Background: an optimization exercise with open tools, aiming at small area, a short achievable clock period and few clock cycles per item. Do not read the settings as production practice. In this exercise RTL edits were held to simulation tests only and were not proved equivalent to the original. Power is estimated from default activity; no workload was simulated.

==> flow/design.v <==
module divider_48cycle (
  input  [30:0] rem,
  input  [30:0] divisor,
  input         b1,
  input         b2,
  output        q1,
  output        q2,
  output [30:0] rem_next
);
  wire [31:0] a  = {1'b0, rem} - {1'b0, divisor};
  wire [30:0] c0 = {rem[29:0], b1};
  wire [31:0] b0 = {1'b0, c0} - {1'b0, divisor};
  wire [33:0] e1 = {2'b0, rem, b1} - {2'b0, divisor, 1'b0} - {3'b0, divisor};
  assign q1 = ~a[31];
  wire q2_0 = ~b0[31];
  wire q2_1 = a[30] ? (~e1[33] & (e1[32] | e1[31])) : ~e1[33];
  assign q2 = q1 ? q2_1 : q2_0;
  reg [29:0] hi;
  always @(*) begin
    case ({q1, q2})
      2'b00:   hi = c0[29:0];
      2'b01:   hi = b0[29:0];
      2'b10:   hi = {a[28:0], b1};
      default: hi = e1[29:0];
    endcase
  end
  assign rem_next = {hi, b2};
endmodule
module kalman_filter_v3 (
  input  wire               clk,
  input  wire               rstn,
  input  wire               valid,
  input  wire signed [31:0] I_data_x,
  output wire signed [31:0] O_filter_data_x,
  output reg                finish
);
  localparam [31:0] QV = 32'h0000_1999;
  localparam [2:0] S_IDLE  = 3'd0;
  localparam [2:0] S_RV    = 3'd1;
  localparam [2:0] S_FAST  = 3'd2;
  localparam [2:0] S_VN    = 3'd3;
  localparam [2:0] S_SLOW1 = 3'd4;
  localparam [2:0] S_SLOW2 = 3'd5;
  localparam [2:0] S_F     = 3'd6;
  reg [2:0]  st;
  reg [5:0]  t;
  reg [31:0] x0, xe0, xe1, pe0, pe1, pe2, pe3;
  reg        cp0, cp1, cp2, cp3, pend;
  reg [31:0] d, e;
  reg [30:0] vd, rem0, rem2;
  reg        sg0, sg2, fastok, neg;
  reg        u31_0, unz_0, u31_2, unz_2;
  reg [47:0] s_x0, c_x0, s_x1, c_x1;
  reg [47:0] s_p0, c_p0, s_p1, c_p1, s_p2, c_p2, s_p3, c_p3;
  wire gt40 = d[31] ? (d < (32'h0 - 32'h0028_0000)) : (d > 32'h0028_0000);
  wire gt20 = d[31] ? (d < (32'h0 - 32'h0014_0000)) : (d > 32'h0014_0000);
  wire gt10 = d[31] ? (d < (32'h0 - 32'h000a_0000)) : (d > 32'h000a_0000);
  wire gt5  = d[31] ? (d < (32'h0 - 32'h0005_0000)) : (d > 32'h0005_0000);
  wire gt0  = |d;
  wire [15:0] rv_hi = gt40 ? 16'h03e8 : gt20 ? 16'h07d0 : gt10 ? 16'h0bb8 :
                      gt5  ? 16'h0fa0 : gt0  ? 16'h1388 : 16'h0000;
  wire [31:0] dsum = {pe0[31:16] + rv_hi, pe0[15:0]};
  wire [30:0] vneg = ~vd + 31'd1;
  wire [30:0] dm0 = pe0[31] ? (~pe0[30:0] + 31'd1) : pe0[30:0];
  wire [30:0] dm2 = pe2[31] ? (~pe2[30:0] + 31'd1) : pe2[30:0];
  wire [31:0] nv0 = {pe0[30], dm0};
  wire [31:0] nv2 = {pe2[30], dm2};
  wire slow = (st == S_SLOW1) | (st == S_SLOW2);
  reg  bq1_0, bq2_0, bq1_2, bq2_2;
  wire [5:0] tn = (slow && t != 6'd46) ? t + 6'd2 : 6'd0;
  always @(posedge clk) begin
    bq1_0 <= ~tn[5] & nv0[{~tn[4:1], 1'b1}];
    bq2_0 <= ~tn[5] & nv0[{~tn[4:1], 1'b0}];
    bq1_2 <= ~tn[5] & nv2[{~tn[4:1], 1'b1}];
    bq2_2 <= ~tn[5] & nv2[{~tn[4:1], 1'b0}];
  end
  wire b1_0 = slow & bq1_0;
  wire b2_0 = slow & bq2_0;
  wire b1_2 = slow & bq1_2;
  wire b2_2 = slow & bq2_2;
  wire q1_0, q2_0, q1_2, q2_2;
  wire [30:0] rn0, rn2;
  divider_48cycle u_d0 (.rem(rem0), .divisor(vd), .b1(b1_0), .b2(b2_0),
                        .q1(q1_0), .q2(q2_0), .rem_next(rn0));
  divider_48cycle u_d2 (.rem(rem2), .divisor(vd), .b1(b1_2), .b2(b2_2),
                        .q1(q1_2), .q2(q2_2), .rem_next(rn2));
  wire early = (st == S_SLOW2) & (t < 6'd16);
  wire da0 = early ? u31_0 : q1_0;
  wire db0 = early ? u31_0 : q2_0;
  wire da2 = early ? u31_2 : q1_2;
  wire db2 = early ? u31_2 : q2_2;
  wire sp0 = sg0 & ~(u31_0 & ~unz_0);
  wire sp2 = sg2 & ~(u31_2 & ~unz_2);
  function [95:0] acc_step;
    input [47:0] s;
    input [47:0] c;
    input [31:0] m;
    input        ng;
    input        da;
    input        db;
    reg   [32:0] ms;
    reg   [47:0] a, b, r, s1, c1, r2;
    begin
      ms = {m[31], m} ^ {33{ng}};
      r  = {14'b0, ~(da & ms[32]), da ? ms[31:0] : 32'b0, 1'b0};
      a  = {s[45:0], da & ng, db & ng};
      b  = {c[45:0], 2'b0};
      s1 = a ^ b ^ r;
      c1 = ((a & b) | (a & r) | (b & r)) << 1;
      r2 = {15'b0, ~(db & ms[32]), db ? ms[31:0] : 32'b0};
      acc_step = {s1 ^ c1 ^ r2, (((s1 & c1) | (s1 & r2) | (c1 & r2)) << 1)};
    end
  endfunction
  wire clr = (st == S_RV) | ((st == S_SLOW1) & (t == 6'd46));
  always @(posedge clk) begin
    if (clr) begin
      {s_x0, c_x0} <= 96'b0; {s_x1, c_x1} <= 96'b0;
      {s_p0, c_p0} <= 96'b0; {s_p1, c_p1} <= 96'b0;
      {s_p2, c_p2} <= 96'b0; {s_p3, c_p3} <= 96'b0;
    end else begin
      {s_x0, c_x0} <= acc_step(s_x0, c_x0, e,   sp0, da0, db0);
      {s_x1, c_x1} <= acc_step(s_x1, c_x1, e,   sp2, da2, db2);
      {s_p0, c_p0} <= acc_step(s_p0, c_p0, pe0, sp0, da0, db0);
      {s_p1, c_p1} <= acc_step(s_p1, c_p1, pe1, sp0, da0, db0);
      {s_p2, c_p2} <= acc_step(s_p2, c_p2, pe0, sp2, da2, db2);
      {s_p3, c_p3} <= acc_step(s_p3, c_p3, pe1, sp2, da2, db2);
    end
  end
  wire [16:0] l_x0 = {1'b0, s_x0[15:0]} + {1'b0, c_x0[15:0]};
  wire [16:0] l_x1 = {1'b0, s_x1[15:0]} + {1'b0, c_x1[15:0]};
  wire [16:0] l_p0 = {1'b0, s_p0[15:0]} + {1'b0, c_p0[15:0]};
  wire [16:0] l_p1 = {1'b0, s_p1[15:0]} + {1'b0, c_p1[15:0]};
  wire [16:0] l_p2 = {1'b0, s_p2[15:0]} + {1'b0, c_p2[15:0]};
  wire [16:0] l_p3 = {1'b0, s_p3[15:0]} + {1'b0, c_p3[15:0]};
  wire abort = (t == 6'd32) & (~fastok | q1_0 | q1_2);
  wire [31:0] x0_n = xe0 + s_x0[47:16] + c_x0[47:16] + 32'h0001_0000 + {31'b0, l_x0[16]};
  wire        fs = (st == S_F);
  wire [31:0] sh_x  = (fs ? xe1 : x0) + (fs ? s_x1[47:16] : xe1)
                    + (fs ? c_x1[47:16] : 32'h0)
                    + (fs ? 32'h0001_0000 : 32'h0) + {31'b0, fs & l_x1[16]};
  wire [31:0] sh_p0 = pe0 + (fs ? ~s_p0[47:16] : pe1) + (fs ? ~c_p0[47:16] : pe2)
                    + (fs ? 32'h0 : pe3) + (fs ? 32'hffff_0001 : QV)
                    + {29'b0, fs ? 3'd0 : ({2'b0, cp0} + {2'b0, cp1} + {2'b0, cp2} + {2'b0, cp3})};
  wire [31:0] sh_p1 = pe1 + (fs ? ~s_p1[47:16] : pe3) + (fs ? ~c_p1[47:16] : 32'h0)
                    + (fs ? 32'hffff_0001 : 32'h0) + {30'b0, fs ? 2'd0 : ({1'b0, cp1} + {1'b0, cp3})};
  wire [31:0] sh_p2 = pe2 + (fs ? ~s_p2[47:16] : pe3) + (fs ? ~c_p2[47:16] : 32'h0)
                    + (fs ? 32'hffff_0001 : 32'h0) + {30'b0, fs ? 2'd0 : ({1'b0, cp2} + {1'b0, cp3})};
  wire [31:0] sh_p3 = pe3 + (fs ? ~s_p3[47:16] : QV) + (fs ? ~c_p3[47:16] : 32'h0)
                    + (fs ? 32'hffff_0001 : 32'h0) + {31'b0, ~fs & cp3};
  wire last = (t == 6'd46) & ((st == S_FAST) | (st == S_SLOW2));
  always @(posedge clk) begin
    if (!rstn) begin
      st  <= S_IDLE;
      t   <= 6'd0;
      finish <= 1'b0;
      pend <= 1'b0;
      x0  <= 32'h0;
      xe0 <= 32'h0;
      xe1 <= 32'h0;
      pe0 <= 32'h000a_1999;
      pe1 <= 32'h0005_0000;
      pe2 <= 32'h0005_0000;
      pe3 <= 32'h0005_1999;
    end else begin
      finish <= (st == S_F);
      case (st)
        S_IDLE: begin
          if (valid) st <= S_RV;
          if (pend) begin
            pend <= 1'b0;
            xe0 <= sh_x;
            pe0 <= sh_p0;
            pe1 <= sh_p1;
            pe2 <= sh_p2;
            pe3 <= sh_p3;
          end
        end
        S_RV: begin
          st <= S_FAST;
          t  <= 6'd32;
        end
        S_FAST: begin
          if (abort) begin
            st <= neg ? S_VN : S_SLOW1;
            t  <= 6'd0;
          end else begin
            t <= t + 6'd2;
            if (t == 6'd46) st <= S_F;
          end
        end
        S_VN: st <= S_SLOW1;
        S_SLOW1: begin
          t <= (t == 6'd46) ? 6'd0 : t + 6'd2;
          if (t == 6'd46) st <= S_SLOW2;
        end
        S_SLOW2: begin
          t <= t + 6'd2;
          if (t == 6'd46) st <= S_F;
        end
        S_F: begin
          st   <= S_IDLE;
          pend <= 1'b1;
          x0  <= x0_n;
          xe1 <= sh_x;
          pe0 <= sh_p0;
          pe1 <= sh_p1;
          pe2 <= sh_p2;
          pe3 <= sh_p3;
        end
        default: st <= S_IDLE;
      endcase
    end
  end
  always @(posedge clk) begin
    if (st == S_IDLE) begin
      d <= x0 - I_data_x;
      e <= I_data_x - x0 - xe1;
    end
    if (st == S_RV) begin
      sg0    <= pe0[31] ^ dsum[31];
      sg2    <= pe2[31] ^ dsum[31];
      neg    <= dsum[31];
      fastok <= ~pe0[30] & ~pe2[30] & ~dsum[31] & ~dsum[30];
      u31_0  <= 1'b0;
      u31_2  <= 1'b0;
      unz_0  <= 1'b0;
      unz_2  <= 1'b0;
    end
    if (st == S_RV) vd <= dsum[30:0];
    if (st == S_VN) vd <= vneg;
    if (st == S_RV) begin
      rem0 <= dm0;
      rem2 <= dm2;
    end
    if (st == S_FAST || slow) begin
      rem0 <= rn0;
      rem2 <= rn2;
    end
    if ((st == S_FAST && abort) || (st == S_SLOW1 && t == 6'd46)) begin
      rem0 <= 31'b0;
      rem2 <= 31'b0;
    end
    if (st == S_SLOW1) begin
      if (t == 6'd16) begin
        u31_0 <= q1_0;
        u31_2 <= q1_2;
        unz_0 <= q2_0;
        unz_2 <= q2_2;
      end
      if (t > 6'd16) begin
        unz_0 <= unz_0 | q1_0 | q2_0;
        unz_2 <= unz_2 | q1_2 | q2_2;
      end
    end
    if (st == S_F) begin
      cp0 <= ~l_p0[16];
      cp1 <= ~l_p1[16];
      cp2 <= ~l_p2[16];
      cp3 <= ~l_p3[16];
    end
  end
  assign O_filter_data_x = x0;
endmodule
==> flow/config.mk <==
export PLATFORM = sky130hd
export DESIGN_NAME = kalman_filter_v3
export DESIGN_NICKNAME = kalman_filter_v3
export VERILOG_FILES = /design/flow/design.v
export SDC_FILE = /design/flow/constraint.sdc
export NUM_CORES = 4
export LEC_CHECK = 0
export CAP_MARGIN = 20
export CORE_MARGIN = 2
export CORE_UTILIZATION = 40
export PLACE_DENSITY = 0.6
export SLEW_MARGIN = 20
export TNS_END_PERCENT = 100
==> flow/constraint.sdc <==
create_clock -name core_clock -period 12.0 [get_ports {clk}]
set_input_delay 2.4000 -clock core_clock [delete_from_list [all_inputs] [get_ports {clk}]]
set_output_delay 2.4000 -clock core_clock [all_outputs]
set_load 0.01 [all_outputs]
standard.sh (not shown) runs the stock make flow with config.mk's settings and CLKGATE_MAP_FILE= SYNTH_SCRIPT=/design/flow/synth_recipe.tcl, a recipe that flattens the netlist after the stock synthesis.
==> flow/flow/run.sh <==
#!/bin/bash
# Standard layout, with timing repair aiming for 7 ns of setup slack (the
# clock period and all constraints are the design's).
set -euo pipefail
bash standard.sh SETUP_SLACK_MARGIN=7 finish > standard_flow.log 2>&1
Testbench counts at the start, summed over its fixed seeds: cycles 28,800, items 2,400.
Rerun with:
--- a/flow/design.v
+++ b/flow/design.v
@@ -1,6 +1,7 @@
 module divider_48cycle (
   input  [30:0] rem,
   input  [30:0] divisor,
+  input  [32:0] divisor3,
   input         b1,
   input         b2,
   output        q1,
@@ -10,7 +11,7 @@
   wire [31:0] a  = {1'b0, rem} - {1'b0, divisor};
   wire [30:0] c0 = {rem[29:0], b1};
   wire [31:0] b0 = {1'b0, c0} - {1'b0, divisor};
-  wire [33:0] e1 = {2'b0, rem, b1} - {2'b0, divisor, 1'b0} - {3'b0, divisor};
+  wire [33:0] e1 = {2'b0, rem, b1} - {1'b0, divisor3};
   assign q1 = ~a[31];
   wire q2_0 = ~b0[31];
   wire q2_1 = a[30] ? (~e1[33] & (e1[32] | e1[31])) : ~e1[33];
@@ -46,23 +47,39 @@
   reg [5:0]  t;
   reg [31:0] x0, xe0, xe1, pe0, pe1, pe2, pe3;
   reg        cp0, cp1, cp2, cp3, pend;
-  reg [31:0] d, e;
+  reg [31:0] e;
   reg [30:0] vd, rem0, rem2;
+  reg [32:0] v3;
   reg        sg0, sg2, fastok, neg;
   reg        u31_0, unz_0, u31_2, unz_2;
   reg [47:0] s_x0, c_x0, s_x1, c_x1;
   reg [47:0] s_p0, c_p0, s_p1, c_p1, s_p2, c_p2, s_p3, c_p3;
-  wire gt40 = d[31] ? (d < (32'h0 - 32'h0028_0000)) : (d > 32'h0028_0000);
-  wire gt20 = d[31] ? (d < (32'h0 - 32'h0014_0000)) : (d > 32'h0014_0000);
-  wire gt10 = d[31] ? (d < (32'h0 - 32'h000a_0000)) : (d > 32'h000a_0000);
-  wire gt5  = d[31] ? (d < (32'h0 - 32'h0005_0000)) : (d > 32'h0005_0000);
-  wire gt0  = |d;
-  wire [15:0] rv_hi = gt40 ? 16'h03e8 : gt20 ? 16'h07d0 : gt10 ? 16'h0bb8 :
-                      gt5  ? 16'h0fa0 : gt0  ? 16'h1388 : 16'h0000;
+  wire [31:0] dn = x0 - I_data_x;
+  wire [4:0] gt_n;
+  assign gt_n[4] = dn[31] ? (dn < (32'h0 - 32'h0028_0000)) : (dn > 32'h0028_0000);
+  assign gt_n[3] = dn[31] ? (dn < (32'h0 - 32'h0014_0000)) : (dn > 32'h0014_0000);
+  assign gt_n[2] = dn[31] ? (dn < (32'h0 - 32'h000a_0000)) : (dn > 32'h000a_0000);
+  assign gt_n[1] = dn[31] ? (dn < (32'h0 - 32'h0005_0000)) : (dn > 32'h0005_0000);
+  assign gt_n[0] = |dn;
+  reg  [4:0] gt;
+  wire [15:0] rv_hi = gt[4] ? 16'h03e8 : gt[3] ? 16'h07d0 : gt[2] ? 16'h0bb8 :
+                      gt[1] ? 16'h0fa0 : gt[0] ? 16'h1388 : 16'h0000;
   wire [31:0] dsum = {pe0[31:16] + rv_hi, pe0[15:0]};
   wire [30:0] vneg = ~vd + 31'd1;
-  wire [30:0] dm0 = pe0[31] ? (~pe0[30:0] + 31'd1) : pe0[30:0];
-  wire [30:0] dm2 = pe2[31] ? (~pe2[30:0] + 31'd1) : pe2[30:0];
+  wire [30:0] v3in = (st == S_VN) ? vneg : dsum[30:0];
+  wire [32:0] v3_n = {2'b0, v3in} + {1'b0, v3in, 1'b0};
+  reg  [30:0] lo0, lo2;
+  integer j;
+  always @(*) begin
+    lo0[0] = 1'b0;
+    lo2[0] = 1'b0;
+    for (j = 1; j < 31; j = j + 1) begin
+      lo0[j] = lo0[j-1] | pe0[j-1];
+      lo2[j] = lo2[j-1] | pe2[j-1];
+    end
+  end
+  wire [30:0] dm0 = pe0[30:0] ^ ({31{pe0[31]}} & lo0);
+  wire [30:0] dm2 = pe2[30:0] ^ ({31{pe2[31]}} & lo2);
   wire [31:0] nv0 = {pe0[30], dm0};
   wire [31:0] nv2 = {pe2[30], dm2};
   wire slow = (st == S_SLOW1) | (st == S_SLOW2);
@@ -80,9 +97,9 @@
   wire b2_2 = slow & bq2_2;
   wire q1_0, q2_0, q1_2, q2_2;
   wire [30:0] rn0, rn2;
-  divider_48cycle u_d0 (.rem(rem0), .divisor(vd), .b1(b1_0), .b2(b2_0),
+  divider_48cycle u_d0 (.rem(rem0), .divisor(vd), .divisor3(v3), .b1(b1_0), .b2(b2_0),
                         .q1(q1_0), .q2(q2_0), .rem_next(rn0));
-  divider_48cycle u_d2 (.rem(rem2), .divisor(vd), .b1(b1_2), .b2(b2_2),
+  divider_48cycle u_d2 (.rem(rem2), .divisor(vd), .divisor3(v3), .b1(b1_2), .b2(b2_2),
                         .q1(q1_2), .q2(q2_2), .rem_next(rn2));
   wire early = (st == S_SLOW2) & (t < 6'd16);
   wire da0 = early ? u31_0 : q1_0;
@@ -213,14 +230,14 @@
   end
   always @(posedge clk) begin
     if (st == S_IDLE) begin
-      d <= x0 - I_data_x;
+      gt <= gt_n;
       e <= I_data_x - x0 - xe1;
     end
     if (st == S_RV) begin
       sg0    <= pe0[31] ^ dsum[31];
       sg2    <= pe2[31] ^ dsum[31];
       neg    <= dsum[31];
-      fastok <= ~pe0[30] & ~pe2[30] & ~dsum[31] & ~dsum[30];
+      fastok <= ~pe0[31] & ~pe0[30] & ~pe2[31] & ~pe2[30] & ~dsum[31] & ~dsum[30];
       u31_0  <= 1'b0;
       u31_2  <= 1'b0;
       unz_0  <= 1'b0;
@@ -228,9 +245,10 @@
     end
     if (st == S_RV) vd <= dsum[30:0];
     if (st == S_VN) vd <= vneg;
+    if (st == S_RV || st == S_VN) v3 <= v3_n;
     if (st == S_RV) begin
-      rem0 <= dm0;
-      rem2 <= dm2;
+      rem0 <= pe0[30:0];
+      rem2 <= pe2[30:0];
     end
     if (st == S_FAST || slow) begin
       rem0 <= rn0;
What happened: The new run finished with max-slew violations left; setup slack improved by 410 ps; clock skew fell by 43 ps; total power is lower by well over a third; sequential share of layout area goes down by 0.60 points; wire length increases by a few percent.
Testbench counts after the change, summed over its fixed seeds: cycles 28,800, items 2,400.

port drivers added, routing unchanged:
No port has a modelled driver above. Below, the same layouts with a new extraction and two added sets of constraints. Step 1 assumes that a clkbuf_16 drives the clock port and a buf_2 every other input. Step 2 moves the port delays by t, midway between the first and last clock arrival at a register: inputs arrive t later, outputs are due t later. That takes back most of the time a late clock gives input paths. a / b / c = ideal ports / drivers / drivers and shift; a / b = the first two.
| run | t, ns | setup slack, ns | worst hold slack (ns) | slew at the worst register clock pin (ns) |
|---|---|---|---|---|
| the first run | 0.831 | 6.162 / 6.162 / 6.162 | 0.473 / 0.473 / 0.473 | 0.07 / 0.07 |
| the second run | 0.828 | 6.567 / 6.567 / 5.881 | 0.475 / 0.475 / 0.475 | 0.07 / 0.07 |
The setup slack of the second run, which loses most, moves by 0.000 ns with the drivers and by -0.686 ns with both steps.
